Context: an optimization exercise on an open-source flow, tuned for small area. The choices shown serve that exercise and are no tape-out recipe.
The RTL was checked by simulation tests, not by an equivalence proof against the original design. No driver is modelled on the clock port, so clocking that relies on it looks cheaper here than on a real chip.

==> inputs of exp/pepper <==
==> flow/design.v (excerpt) <==
module sort_pipe(
     input clk,
     input  [7:0] x_0, x_1, x_2, x_3, x_4, x_5, x_6, x_7, x_8, x_9, x_10, x_11, x_12, x_13, x_14, x_15, x_16, x_17, x_18, x_19, x_20, x_21, x_22, x_23, x_24, x_25, x_26, x_27, x_28, x_29, x_30, x_31, x_32, x_33, x_34, x_35, x_36, x_37, x_38, x_39, x_40, x_41, x_42, x_43, x_44, x_45, x_46, x_47, x_48,
     output [7:0] median
);
==> module hyp_2_0, before the edit <==
module hyp_2_0(input [1:0] ai, output [1:0] f);
  wire [1:0] a = ai;
  assign f[0] = ~(a[1] | a[0]);
  assign f[1] = ~(a[1] & a[0]);
endmodule
==> module dec_2_0, before the edit <==
module dec_2_0(input [3:1] ti, output [0:0] dl, output [3:0] h);
  wire [3:1] t = ti ^ 3'b101;
  wire [1:0] d;
  assign d[1] = t[2];
  assign d[0] = (d[1:1] == 1'd0) ? t[1] : t[3];
  assign dl = d[0:0];
  assign h[0] = (d == 2'd0);
  assign h[1] = (d == 2'd1);
  assign h[2] = (d == 2'd2);
  assign h[3] = (d == 2'd3);
endmodule
==> module clamp_8_2_01, before the edit <==
module clamp_8_2_01(input [5:0] vi, input [2:0] ei, input [3:0] h, output [5:0] o);
  wire [2:0] e = ei ^ 3'b101;
  wire [5:0] v = vi;
  wire ge = h[0] | (h[1] & e[0]) | (h[2] & e[1]) | (h[3] & e[2]);
  wire gt = (h[0] & e[0]) | (h[1] & e[1]) | (h[2] & e[2]);
  assign o = ~({6{gt}} | (v & {6{ge}}));
endmodule
==> module dec_2_1, before the edit <==
module dec_2_1(input [3:1] ti, output [0:0] dl, output [3:0] h);
  wire [3:1] t = ti ^ 3'b010;
  wire [1:0] d;
  assign d[1] = t[2];
  assign d[0] = (d[1:1] == 1'd0) ? t[1] : t[3];
  assign dl = d[0:0];
  assign h[0] = (d == 2'd0);
  assign h[1] = (d == 2'd1);
  assign h[2] = (d == 2'd2);
  assign h[3] = (d == 2'd3);
endmodule
==> module clamp_4_2_01, before the edit <==
module clamp_4_2_01(input [1:0] vi, input [2:0] ei, input [3:0] h, output [1:0] o);
  wire [2:0] e = ei ^ 3'b101;
  wire [1:0] v = vi;
  wire ge = h[0] | (h[1] & e[0]) | (h[2] & e[1]) | (h[3] & e[2]);
  wire gt = (h[0] & e[0]) | (h[1] & e[1]) | (h[2] & e[2]);
  assign o = ~({2{gt}} | (v & {2{ge}}));
endmodule
clock: 6.0 ns
lec_check: 0
cap_margin: 20
core_margin: 2
core_utilization: 60
slew_margin: 20
synth_hierarchical: 1
standard.sh (not shown) runs the stock make flow with config.mk's settings and CLKGATE_MAP_FILE= SYNTH_SCRIPT=/design/flow/synth_recipe.tcl, a recipe that flattens the netlist after the stock synthesis.
==> flow/flow/run.sh <==
#!/bin/bash
# The standard layout (standard.sh), with the port buffers made of the
# smallest buffer cell and a clock tree without dummy loads.
set -euo pipefail
export BUFFER_PORTS_ARGS="-buffer_cell sky130_fd_sc_hd__buf_1"
export CTS_ARGS="-sink_clustering_enable -repair_clock_nets -dont_use_dummy_load"
bash standard.sh > standard_flow.log 2>&1
==> exp/harbor (differences from exp/pepper) <==
--- a/flow/design.v
+++ b/flow/design.v
@@ -1507,22 +1507,19 @@
 endmodule
 module hyp_2_0(input [1:0] ai, output [1:0] f);
   wire [1:0] a = ai;
-  assign f[0] = ~(a[1] | a[0]);
-  assign f[1] = ~(a[1] & a[0]);
+  assign f[0] = (a[1] | a[0]);
+  assign f[1] = (a[1] & a[0]);
 endmodule
 module dec_2_0(input [3:1] ti, output [0:0] dl, output [3:0] h);
-  wire [3:1] t = ti ^ 3'b101;
-  wire [1:0] d;
-  assign d[1] = t[2];
-  assign d[0] = (d[1:1] == 1'd0) ? t[1] : t[3];
-  assign dl = d[0:0];
-  assign h[0] = (d == 2'd0);
-  assign h[1] = (d == 2'd1);
-  assign h[2] = (d == 2'd2);
-  assign h[3] = (d == 2'd3);
+  wire [3:1] t = ti ^ 3'b000;
+  assign h[0] = ~t[1];
+  assign h[3] = t[3];
+  assign h[1] = t[1] & ~t[2];
+  assign h[2] = t[2] & ~t[3];
+  assign dl[0] = h[1] | h[3];
 endmodule
 module clamp_8_2_01(input [5:0] vi, input [2:0] ei, input [3:0] h, output [5:0] o);
-  wire [2:0] e = ei ^ 3'b101;
+  wire [2:0] e = ei ^ 3'b000;
   wire [5:0] v = vi;
   wire ge = h[0] | (h[1] & e[0]) | (h[2] & e[1]) | (h[3] & e[2]);
   wire gt = (h[0] & e[0]) | (h[1] & e[1]) | (h[2] & e[2]);
@@ -1535,14 +1532,11 @@
 endmodule
 module dec_2_1(input [3:1] ti, output [0:0] dl, output [3:0] h);
   wire [3:1] t = ti ^ 3'b010;
-  wire [1:0] d;
-  assign d[1] = t[2];
-  assign d[0] = (d[1:1] == 1'd0) ? t[1] : t[3];
-  assign dl = d[0:0];
-  assign h[0] = (d == 2'd0);
-  assign h[1] = (d == 2'd1);
-  assign h[2] = (d == 2'd2);
-  assign h[3] = (d == 2'd3);
+  assign h[0] = ~t[1];
+  assign h[3] = t[3];
+  assign h[1] = t[1] & ~t[2];
+  assign h[2] = t[2] & ~t[3];
+  assign dl[0] = h[1] | h[3];
 endmodule
 module clamp_6_2_10(input [3:0] vi, input [2:0] ei, input [3:0] h, output [3:0] o);
   wire [2:0] e = ei ^ 3'b010;
@@ -1552,7 +1546,7 @@
   assign o = ({4{gt}} | (v & {4{ge}}));
 endmodule
 module clamp_4_2_01(input [1:0] vi, input [2:0] ei, input [3:0] h, output [1:0] o);
-  wire [2:0] e = ei ^ 3'b101;
+  wire [2:0] e = ei ^ 3'b000;
   wire [1:0] v = vi;
   wire ge = h[0] | (h[1] & e[0]) | (h[2] & e[1]) | (h[3] & e[2]);
   wire gt = (h[0] & e[0]) | (h[1] & e[1]) | (h[2] & e[2]);
==> flow/flow/run.sh (replaced) <==
#!/bin/bash
# The standard layout (standard.sh), with the port buffers made of the
# smallest buffer cell and a clock tree without dummy loads.
set -euo pipefail
export BUFFER_PORTS_ARGS="-buffer_cell sky130_fd_sc_hd__buf_1"
export CTS_ARGS="-sink_clustering_enable -repair_clock_nets -dont_use_dummy_load -sink_clustering_size 30 -sink_clustering_max_diameter 100"
bash standard.sh > standard_flow.log 2>&1
--- a/flow/config.mk
+++ b/flow/config.mk
@@ -8,5 +8,7 @@
 export CAP_MARGIN = 20
 export CORE_MARGIN = 2
 export CORE_UTILIZATION = 60
+export GPL_TIMING_DRIVEN = 0
+export SETUP_SLACK_MARGIN = 0.1
 export SLEW_MARGIN = 20
 export SYNTH_HIERARCHICAL = 1
==> comparison table <==
| metric | exp/harbor | exp/pepper |
|---|---|---|
| Reg-to-reg setup timing slack | 170 ps | 190 ps |
| Vias in the first global route | 29144 | 29381 |
| Count of clock-net buffers in the final layout | 36 | 89 |
| FF-to-FF Start | s0_v26[5]$_DFF_P_ | s0_v29[5]$_DFF_P_ |
| Fraction of area in multi-input gates | 48.0% | 45.0% |
| Initial core utilization | 60.5% | 60.6% |
| Met1 usage | 48.0% | 48.8% |
| Fraction of area in registers | 41.2% | 37.7% |
| Worst path buffer plus inverter count | 2 | 4 |
| Num CTS Buffers | 36 | 89 |
| Achievable clock frequency | 171 MHz | 171 MHz |
| Cell depth of the worst flop-to-flop path | 14 | 15 |
| Global placer's final weighted congestion | 0.990 | 1.01 |
| Core box area | 65500 um^2 | 67000 um^2 |
| Proportion of layout cells with a drive suffix above 1 | 11.0% | 15.1% |
| DR top layer | met5 | met4 |
| Total of plain and repair buffers excluding clock buffers | 445 | 654 |
| Period utilization | 97.3% | 97.7% |
| Non-clock buffer area fraction after layout | 4.96% | 7.68% |
| Horizontal die dimension | 261 um | 264 um |
| Status | finished clean | finished clean |
| # diodes | 2 | 0 |

========
==> 02-20 <==
sort_pipe with an RTL version that a note above also has.
==> module maj49, before the edit <==
module maj49(input [48:0] in, output out);
  wire w1, w2;
  wire w3, w4;
  wire w5, w6;
  wire w7, w8;
  wire w9, w10;
  wire w11, w12;
  wire w13, w14;
  wire w15, w16;
  wire w17, w18;
  wire w19, w20;
  wire w21, w22;
  wire w23, w24;
  wire w25, w26;
  wire w27, w28;
  wire w29, w30;
  wire w31, w32;
  wire w33, w34;
  wire w35, w36;
  wire w37, w38;
  wire w39, w40;
  wire w41, w42;
  wire w43, w44;
  wire w45, w46;
  wire w47, w48;
  wire w49, w50;
  wire w51, w52;
  wire w53, w54;
  wire w55, w56;
  wire w57, w58;
  wire w59, w60;
  wire w61, w62;
  wire w63, w64;
  wire w65, w66;
  wire w67, w68;
  wire w69, w70;
  wire w71, w72;
  wire w73, w74;
  wire w75, w76;
  wire w77, w78;
  wire w79, w80;
  wire w81, w82;
  wire w83, w84;
  wire w85, w86;
  wire w87, w88;
  assign w1 = ~(in[0] ^ in[1]);
  assign w2 = in[0] | in[1];
  fa3 fw3 (.a(in[2]), .b(in[3]), .c(in[4]), .s(w3), .co(w4));
  fa3 fw5 (.a(in[5]), .b(in[6]), .c(in[7]), .s(w5), .co(w6));
  fa3 fw7 (.a(in[8]), .b(in[9]), .c(in[10]), .s(w7), .co(w8));
  fa3 fw9 (.a(in[11]), .b(in[12]), .c(in[13]), .s(w9), .co(w10));
  fa3 fw11 (.a(in[14]), .b(in[15]), .c(in[16]), .s(w11), .co(w12));
  fa3 fw13 (.a(in[17]), .b(in[18]), .c(in[19]), .s(w13), .co(w14));
  fa3 fw15 (.a(in[20]), .b(in[21]), .c(in[22]), .s(w15), .co(w16));
  fa3 fw17 (.a(in[23]), .b(in[24]), .c(in[25]), .s(w17), .co(w18));
  fa3 fw19 (.a(in[26]), .b(in[27]), .c(in[28]), .s(w19), .co(w20));
  fa3 fw21 (.a(in[29]), .b(in[30]), .c(in[31]), .s(w21), .co(w22));
  fa3 fw23 (.a(in[32]), .b(in[33]), .c(in[34]), .s(w23), .co(w24));
  fa3 fw25 (.a(in[35]), .b(in[36]), .c(in[37]), .s(w25), .co(w26));
  fa3 fw27 (.a(in[38]), .b(in[39]), .c(in[40]), .s(w27), .co(w28));
  fa3 fw29 (.a(in[41]), .b(in[42]), .c(in[43]), .s(w29), .co(w30));
  fa3 fw31 (.a(in[44]), .b(in[45]), .c(in[46]), .s(w31), .co(w32));
  fa3 fw33 (.a(in[47]), .b(in[48]), .c(w1), .s(w33), .co(w34));
  fa3 fw35 (.a(w3), .b(w5), .c(w7), .s(w35), .co(w36));
  fa3 fw37 (.a(w9), .b(w11), .c(w13), .s(w37), .co(w38));
  fa3 fw39 (.a(w15), .b(w17), .c(w19), .s(w39), .co(w40));
  fa3 fw41 (.a(w21), .b(w23), .c(w25), .s(w41), .co(w42));
  fa3 fw43 (.a(w27), .b(w29), .c(w31), .s(w43), .co(w44));
  fa3 fw45 (.a(w33), .b(w35), .c(w37), .s(w45), .co(w46));
  fa3 fw47 (.a(w39), .b(w41), .c(w43), .s(w47), .co(w48));
  assign w49 = ~(w2 ^ w4);
  assign w50 = w2 | w4;
  fa3 fw51 (.a(w6), .b(w8), .c(w10), .s(w51), .co(w52));
  fa3 fw53 (.a(w12), .b(w14), .c(w16), .s(w53), .co(w54));
  fa3 fw55 (.a(w18), .b(w20), .c(w22), .s(w55), .co(w56));
  fa3 fw57 (.a(w24), .b(w26), .c(w28), .s(w57), .co(w58));
  fa3 fw59 (.a(w30), .b(w32), .c(w34), .s(w59), .co(w60));
  fa3 fw61 (.a(w49), .b(w36), .c(w38), .s(w61), .co(w62));
  fa3 fw63 (.a(w40), .b(w42), .c(w44), .s(w63), .co(w64));
  fa3 fw65 (.a(w51), .b(w53), .c(w55), .s(w65), .co(w66));
  fa3 fw67 (.a(w57), .b(w59), .c(w46), .s(w67), .co(w68));
  fa3 fw69 (.a(w48), .b(w61), .c(w63), .s(w69), .co(w70));
  ha2 hw71 (.a(w65), .b(w67), .s(w71), .co(w72));
  assign w73 = ~(w50 ^ w52);
  assign w74 = w50 | w52;
  fa3 fw75 (.a(w54), .b(w56), .c(w58), .s(w75), .co(w76));
  fa3 fw77 (.a(w60), .b(w73), .c(w62), .s(w77), .co(w78));
  fa3 fw79 (.a(w64), .b(w66), .c(w75), .s(w79), .co(w80));
  fa3 fw81 (.a(w68), .b(w70), .c(w77), .s(w81), .co(w82));
  ha2 hw83 (.a(w79), .b(w72), .s(w83), .co(w84));
  fa3 fw85 (.a(w74), .b(w76), .c(w78), .s(w85), .co(w86));
  fa3 fw87 (.a(w80), .b(w82), .c(w85), .s(w87), .co(w88));
  assign out = ((w45 & w47) & (w69 | w71) & (w81 | w83) & (w84 | w87) & (w86 | w88)) | ((w69 & w71) & (w81 | w83) & (w84 | w87) & (w86 | w88)) | ((w81 & w83) & (w84 | w87) & (w86 | w88)) | ((w84 & w87) & (w86 | w88)) | ((w86 & w88));
endmodule
clock: 6.0 ns
lec_check: 0
cap_margin: 20
core_margin: 2
core_utilization: 60
gpl_timing_driven: 0
setup_slack_margin: 0.1
slew_margin: 20
synth_hierarchical: 1
==> flow/flow/run.sh <==
#!/bin/bash
# The standard layout (standard.sh), with the port buffers made of the
# smallest buffer cell and a clock tree without dummy loads.
set -euo pipefail
export BUFFER_PORTS_ARGS="-buffer_cell sky130_fd_sc_hd__buf_1"
export CTS_ARGS="-sink_clustering_enable -repair_clock_nets -dont_use_dummy_load"
bash standard.sh > standard_flow.log 2>&1
==> inputs of 04-23, as changes to 02-20 <==
--- a/flow/design.v
+++ b/flow/design.v
@@ -1598,6 +1598,6 @@
   wire w85, w86;
   wire w87, w88;
-  assign w1 = ~(in[0] ^ in[1]);
-  assign w2 = in[0] | in[1];
+  xnor2m xw1 (.a(in[0]), .b(in[1]), .y(w1));
+  or2m ow1 (.a(in[0]), .b(in[1]), .y(w2));
   fa3 fw3 (.a(in[2]), .b(in[3]), .c(in[4]), .s(w3), .co(w4));
   fa3 fw5 (.a(in[5]), .b(in[6]), .c(in[7]), .s(w5), .co(w6));
@@ -1623,6 +1623,6 @@
   fa3 fw45 (.a(w33), .b(w35), .c(w37), .s(w45), .co(w46));
   fa3 fw47 (.a(w39), .b(w41), .c(w43), .s(w47), .co(w48));
-  assign w49 = ~(w2 ^ w4);
-  assign w50 = w2 | w4;
+  xnor2m xw49 (.a(w2), .b(w4), .y(w49));
+  or2m ow49 (.a(w2), .b(w4), .y(w50));
   fa3 fw51 (.a(w6), .b(w8), .c(w10), .s(w51), .co(w52));
   fa3 fw53 (.a(w12), .b(w14), .c(w16), .s(w53), .co(w54));
@@ -1636,6 +1636,6 @@
   fa3 fw69 (.a(w48), .b(w61), .c(w63), .s(w69), .co(w70));
   ha2 hw71 (.a(w65), .b(w67), .s(w71), .co(w72));
-  assign w73 = ~(w50 ^ w52);
-  assign w74 = w50 | w52;
+  xnor2m xw73 (.a(w50), .b(w52), .y(w73));
+  or2m ow73 (.a(w50), .b(w52), .y(w74));
   fa3 fw75 (.a(w54), .b(w56), .c(w58), .s(w75), .co(w76));
   fa3 fw77 (.a(w60), .b(w73), .c(w62), .s(w77), .co(w78));
@@ -1650,4 +1650,10 @@
   assign {co, s} = a + b + c;
 endmodule
+module xnor2m(input a, input b, output y);
+  assign y = ~(a ^ b);
+endmodule
+module or2m(input a, input b, output y);
+  assign y = a | b;
+endmodule
 module ha2(input a, input b, output s, output co);
   assign {co, s} = a + b;
==> flow/flow/run.sh (replaced) <==
#!/bin/bash
# The standard layout (standard.sh), with the port buffers made of the
# smallest buffer cell and a clock tree without dummy loads.
set -euo pipefail
export BUFFER_PORTS_ARGS="-buffer_cell sky130_fd_sc_hd__buf_1"
export CTS_ARGS="-sink_clustering_enable -repair_clock_nets -dont_use_dummy_load -sink_clustering_size 30 -sink_clustering_max_diameter 60"
bash standard.sh > standard_flow.log 2>&1
==> inputs of 12-28, as changes to 02-20 <==
--- a/flow/design.v
+++ b/flow/design.v
@@ -1598,6 +1598,6 @@
   wire w85, w86;
   wire w87, w88;
-  assign w1 = ~(in[0] ^ in[1]);
-  assign w2 = in[0] | in[1];
+  xnor2m xw1 (.a(in[0]), .b(in[1]), .y(w1));
+  or2m ow1 (.a(in[0]), .b(in[1]), .y(w2));
   fa3 fw3 (.a(in[2]), .b(in[3]), .c(in[4]), .s(w3), .co(w4));
   fa3 fw5 (.a(in[5]), .b(in[6]), .c(in[7]), .s(w5), .co(w6));
@@ -1623,6 +1623,6 @@
   fa3 fw45 (.a(w33), .b(w35), .c(w37), .s(w45), .co(w46));
   fa3 fw47 (.a(w39), .b(w41), .c(w43), .s(w47), .co(w48));
-  assign w49 = ~(w2 ^ w4);
-  assign w50 = w2 | w4;
+  xnor2m xw49 (.a(w2), .b(w4), .y(w49));
+  or2m ow49 (.a(w2), .b(w4), .y(w50));
   fa3 fw51 (.a(w6), .b(w8), .c(w10), .s(w51), .co(w52));
   fa3 fw53 (.a(w12), .b(w14), .c(w16), .s(w53), .co(w54));
@@ -1636,6 +1636,6 @@
   fa3 fw69 (.a(w48), .b(w61), .c(w63), .s(w69), .co(w70));
   ha2 hw71 (.a(w65), .b(w67), .s(w71), .co(w72));
-  assign w73 = ~(w50 ^ w52);
-  assign w74 = w50 | w52;
+  xnor2m xw73 (.a(w50), .b(w52), .y(w73));
+  or2m ow73 (.a(w50), .b(w52), .y(w74));
   fa3 fw75 (.a(w54), .b(w56), .c(w58), .s(w75), .co(w76));
   fa3 fw77 (.a(w60), .b(w73), .c(w62), .s(w77), .co(w78));
@@ -1650,4 +1650,10 @@
   assign {co, s} = a + b + c;
 endmodule
+module xnor2m(input a, input b, output y);
+  assign y = ~(a ^ b);
+endmodule
+module or2m(input a, input b, output y);
+  assign y = a | b;
+endmodule
 module ha2(input a, input b, output s, output co);
   assign {co, s} = a + b;
==> flow/flow/run.sh (replaced) <==
#!/bin/bash
# The standard layout (standard.sh), with the port buffers made of the
# smallest buffer cell and a clock tree without dummy loads.
set -euo pipefail
export BUFFER_PORTS_ARGS="-buffer_cell sky130_fd_sc_hd__buf_1"
export CTS_ARGS="-sink_clustering_enable -repair_clock_nets -dont_use_dummy_load -sink_clustering_size 30 -sink_clustering_max_diameter 100"
bash standard.sh > standard_flow.log 2>&1
==> summary of the runs <==
In 12-28 the die area is lower than in 02-20, by about 0.7%.
Non-clock buffer count: 12-28 > 04-23 > 02-20.
Clock skew: 04-23 > 02-20 > 12-28.
Between 04-23 and 02-20, the lower final cell count is in 04-23 (gap about 2%, measured against 02-20).
Against 04-23, the register-to-register slack of 02-20 is worse by 0.08 ns.
Global-route usage, lowest first: 04-23, 02-20, 12-28.
In sequential cell count, 04-23 and 12-28 do not differ.
The highest count of clock-buffer cells in the layout belongs to 02-20, the lowest to 12-28.
==> figures <==
metric                                                                02-20                    04-23                    12-28
Sequential portion of the cell area                                   40.2%                    41.1%                    41.3%
Synthesized area divided by synthesized cell count                 11.6 um2                 11.7 um2                 11.7 um2
Final clock period utilization by the worst path                      97.2%                    96.3%                    96.8%
Depth of the CTS H-tree                                                   3                        2                        2
#MultiIn Comb                                                          2364                     2400                     2400
Worst Hold Path EP                                                  dly6[6]                  s3_m[5]                  s2_m[2]
Initial antenna violation count                                           4                        1                        0
Wire length on met1                                                49400 um                 48600 um                 48800 um
Startpoint of the most critical hold path                           dly5[6]                  s2_m[3]                  s1_m[0]
Non-Clock Buffer Count                                                  440                      455                      456
Reg2reg end                                                       s1_v36[0]                s1_v14[1]                s1_v37[3]
Area of the die                                                   68100 um2                67600 um2                67600 um2
Critical path start-end classification                         flop to flop       input port to flop             flop to flop
Post-Synthesis Net Count                                               4339                     4243                     4243
Worst Path Arrival                                                  6.28 ns                  6.24 ns                  6.20 ns
Post-layout instance area                                         45000 um2                44000 um2                43800 um2
Global Route Usage Sum                                                36.3%                    36.3%                    36.4%
Status                                              complete, no violations  complete, no violations  complete, no violations
Crit Reg-Reg Startpoint                                           s0_v29[5]                 s0_v5[5]                s0_v27[5]

static timing again, ports no longer ideal:
The results above use ideal ports. As a check the final layouts listed here were re-extracted and re-timed, cells and wires unchanged. Step 1, drivers: a clkbuf_16 drives clk and a buf_2 each remaining input, both assumed. Step 2, shift: input delay + t, output delay - t, t = (earliest + latest rising clock arrival at the registers) / 2. This alone moves slack from input paths to output paths. Slacks: no drivers / after step 1 / after step 2; pairs: no drivers / after step 1.
| run | t (ns) | setup WS [ns] | worst setup path after step 2 | worst slew at a driven data input, ns |
|---|---|---|---|---|
| exp/pepper | 0.683 | 0.140 / 0.188 / -0.495 | input to register | 0.07 |
| exp/harbor | 0.654 | 0.162 / 0.169 / -0.446 | input to register | 0.06 |
| 02-20 | 0.681 | 0.169 / 0.169 / -0.409 | input to register | 0.05 |
| 04-23 | 0.655 | 0.222 / 0.247 / -0.404 | input to register | 0.07 |
| 12-28 | 0.649 | 0.194 / 0.194 / -0.403 | input to register | 0.07 |
With both steps, setup timing fails in every run listed, where it was met with ideal ports. For exp/pepper, which loses most, drivers alone change the setup slack by +0.048 ns; drivers and shift together by -0.635 ns.
